Context: an optimization exercise on an open-source flow, tuned for small area. The choices shown serve that exercise and are no tape-out recipe.
The RTL was checked by simulation tests, not by an equivalence proof against the original design.

==> inputs of trial 56 <==
// rgb_to_ycrcb
module rgb_to_ycrcb(input clk,
	input [7:0] r,
	input [7:0] g,
	input [7:0] b,
	output [7:0] y,
	output [7:0] cr,
	output [7:0] cb);
export LEC_CHECK = 0
export CAP_MARGIN = 20
export CORE_MARGIN = 2
export CORE_UTILIZATION = 70
export PLACE_DENSITY = 0.8
export SLEW_MARGIN = 20
export SYNTH_HIERARCHICAL = 1
export SYNTH_MINIMUM_KEEP_SIZE = 0
create_clock -name core_clock -period 5.0 [get_ports {clk}]
standard.sh (not shown) runs the stock make flow with config.mk's settings and CLKGATE_MAP_FILE= SYNTH_SCRIPT=/design/flow/synth_recipe.tcl, a recipe that flattens the netlist after the stock synthesis.
==> flow/flow/run.sh <==
#!/bin/bash
bash standard.sh "BUFFER_PORTS_ARGS=-buffer_cell sky130_fd_sc_hd__buf_1" \
  "CTS_ARGS=-sink_clustering_enable -repair_clock_nets -dont_use_dummy_load -root_buf sky130_fd_sc_hd__clkbuf_8 -buf_list {sky130_fd_sc_hd__clkbuf_4 sky130_fd_sc_hd__clkbuf_8} -sink_clustering_size 20 -sink_buffer_max_cap_derate 0.5" \
  finish > standard.log 2>&1
==> inputs of trial 36, as changes to trial 56 <==
==> flow/flow/run.sh (replaced) <==
#!/bin/bash
bash standard.sh "BUFFER_PORTS_ARGS=-buffer_cell sky130_fd_sc_hd__buf_1" \
  "CTS_ARGS=-sink_clustering_enable -repair_clock_nets -dont_use_dummy_load -buf_list {sky130_fd_sc_hd__clkbuf_8 sky130_fd_sc_hd__clkbuf_16} -sink_clustering_size 45 -sink_clustering_max_diameter 200" \
  finish > standard.log 2>&1
==> impl_table.tex <==
\begin{tabular}{lr}
\hline
Metric & Value \\
\hline
\multicolumn{2}{l}{\textbf{Synthesis}} \\
\quad Number of synthesized register bits & 87 \\
\multicolumn{2}{l}{\textbf{Timing}} \\
\quad RSZ-0062 raised after global routing & false \\
\multicolumn{2}{l}{\textbf{Final layout}} \\
\quad Fin nets & 555 \\
\quad Non-filler cells in the finished layout & 490 \\
\quad FF+latch area & around 1700 µm² \\
\multicolumn{2}{l}{\textbf{Placement}} \\
\quad Placed Area & just over 5000 µm² \\
\multicolumn{2}{l}{\textbf{Outcome}} \\
\quad Result of the run & no timing/DRC/antenna violations \\
\hline
\end{tabular}
the above is filed under trial 36

==> impl_table.tex <==
\begin{tabular}{lr}
\hline
Metric & Value \\
\hline
\multicolumn{2}{l}{\textbf{Outcome}} \\
\quad Result of the run & no timing/DRC/antenna violations \\
\multicolumn{2}{l}{\textbf{Final layout}} \\
\quad Fin nets & 555 \\
\quad FF+latch area & approximately 1700 µm² \\
\multicolumn{2}{l}{\textbf{Timing}} \\
\quad RSZ-0062 raised after global routing & false \\
\multicolumn{2}{l}{\textbf{Synthesis}} \\
\quad Number of synthesized register bits & 87 \\
\multicolumn{2}{l}{\textbf{Placement}} \\
\quad Placed Area & around 5200 µm² \\
\quad Final HPWL DP & 7319 µm \\
\multicolumn{2}{l}{\textbf{Detailed routing}} \\
\quad DR WL met2 & 4405 µm \\
\hline
\end{tabular}
the above is filed under trial 56


========
==> run a: inputs <==
Another version of the RTL of rgb_to_ycrcb (not shown whole).
==> flow/config.mk <==
export PLATFORM = sky130hd
export DESIGN_NAME = rgb_to_ycrcb
export DESIGN_NICKNAME = rgb_to_ycrcb
export VERILOG_FILES = /design/flow/design.v
export SDC_FILE = /design/flow/constraint.sdc
export NUM_CORES = 4
export LEC_CHECK = 0
export CAP_MARGIN = 20
export CORE_MARGIN = 2
export CORE_UTILIZATION = 40
export SLEW_MARGIN = 20
export SYNTH_HIERARCHICAL = 1
export SYNTH_MINIMUM_KEEP_SIZE = 0
==> flow/constraint.sdc <==
create_clock -name core_clock -period 5.0 [get_ports {clk}]
set_input_delay 1.0000 -clock core_clock [delete_from_list [all_inputs] [get_ports {clk}]]
set_output_delay 1.0000 -clock core_clock [all_outputs]
set_load 0.01 [all_outputs]
==> flow/flow/run.sh <==
#!/bin/bash
bash standard.sh "BUFFER_PORTS_ARGS=-buffer_cell sky130_fd_sc_hd__buf_1" finish > standard.log 2>&1
==> run b (differences from run a) <==
==> flow/run.sh (new file) <==
#!/bin/bash
# synth_recipe.tcl (not shown) runs the flow's synth.tcl, then flattens the netlist and writes it again
# the make line also repeats each setting of config.mk as NAME=value (left out here)
make -C /OpenROAD-flow-scripts/flow DESIGN_CONFIG=/design/flow/config.mk WORK_HOME=/design/flow/orfs CLKGATE_MAP_FILE= SYNTH_SCRIPT=/design/flow/synth_recipe.tcl finish
removed: flow/flow/run.sh
removed: flow/standard.sh
==> run_results.csv <==
group,metric,value,unit
drt,dr.pass1.iters,5,
setup_path,cp_cell_sequence,"inv_1 -> ha_1 -> inv_1 -> fa_1 -> inv_1 -> a21o_1 -> a21o_1 -> a21o_1 -> a21oi_2 -> fa_1 -> fa_1 -> fa_1 -> ha_4 -> nor2b_1 -> o211ai_1 -> nand3_1 -> a31o_2 -> fa_2 -> xor2_1 -> xnor2_1",
cells_and_area,multi_input_area,0.003691,mm2
grt,grt_use_met2,24.97,%
outcome,status,"no timing/DRC/antenna violations",
cells_and_area,fin_cells,677,
cells_and_area,signal_buffers,60,
min_path,hold_end,"b2_244",
grt,use_met3,3.532,%
(the above is from run a)
==> run_results.csv <==
group,metric,value,unit
timing,finClkSkew,8.477,ps
grt,use_met3,3.671,%
cells_and_area,fin_cells,678,
drt,dr.pass1.iters,4,
outcome,status,"no timing/DRC/antenna violations",
cells_and_area,clock_area_share,4.798,%
grt,grt_use_met2,26.08,%
min_path,hold_end,"b2_251",
(the above is from run b)

## separate check: timing with driven ports
The flow's constraints put no driver on any port. The routed layouts listed below were extracted and timed again, unchanged, in two steps. Step 1 sets driving cells, clkbuf_16 on the clock port and buf_2 on the other inputs (assumed; they add their load-dependent delay and slew). Step 2 adds t to the input delays and takes it off the output delays; t is the mean of the earliest and latest rising clock arrival at the registers after step 1. Input paths then give back, and output paths get back, about the clock's delay inside the block. a / b / c = ideal ports / drivers / drivers and shift; a / b = the first two.
run	t, ns	slack for setup (ns)	worst setup path after step 2	worst slew at a driven data input, ns
trial 56	0.363	0.403 / 0.404 / 0.040	input to register	0.04
trial 36	0.363	0.403 / 0.404 / 0.040	input to register	0.04
run a	0.377	0.215 / 0.215 / 0.215	register to register	0.03
run b	0.374	0.184 / 0.184 / 0.184	register to register	0.03
After both steps setup and hold are still met in every run listed.
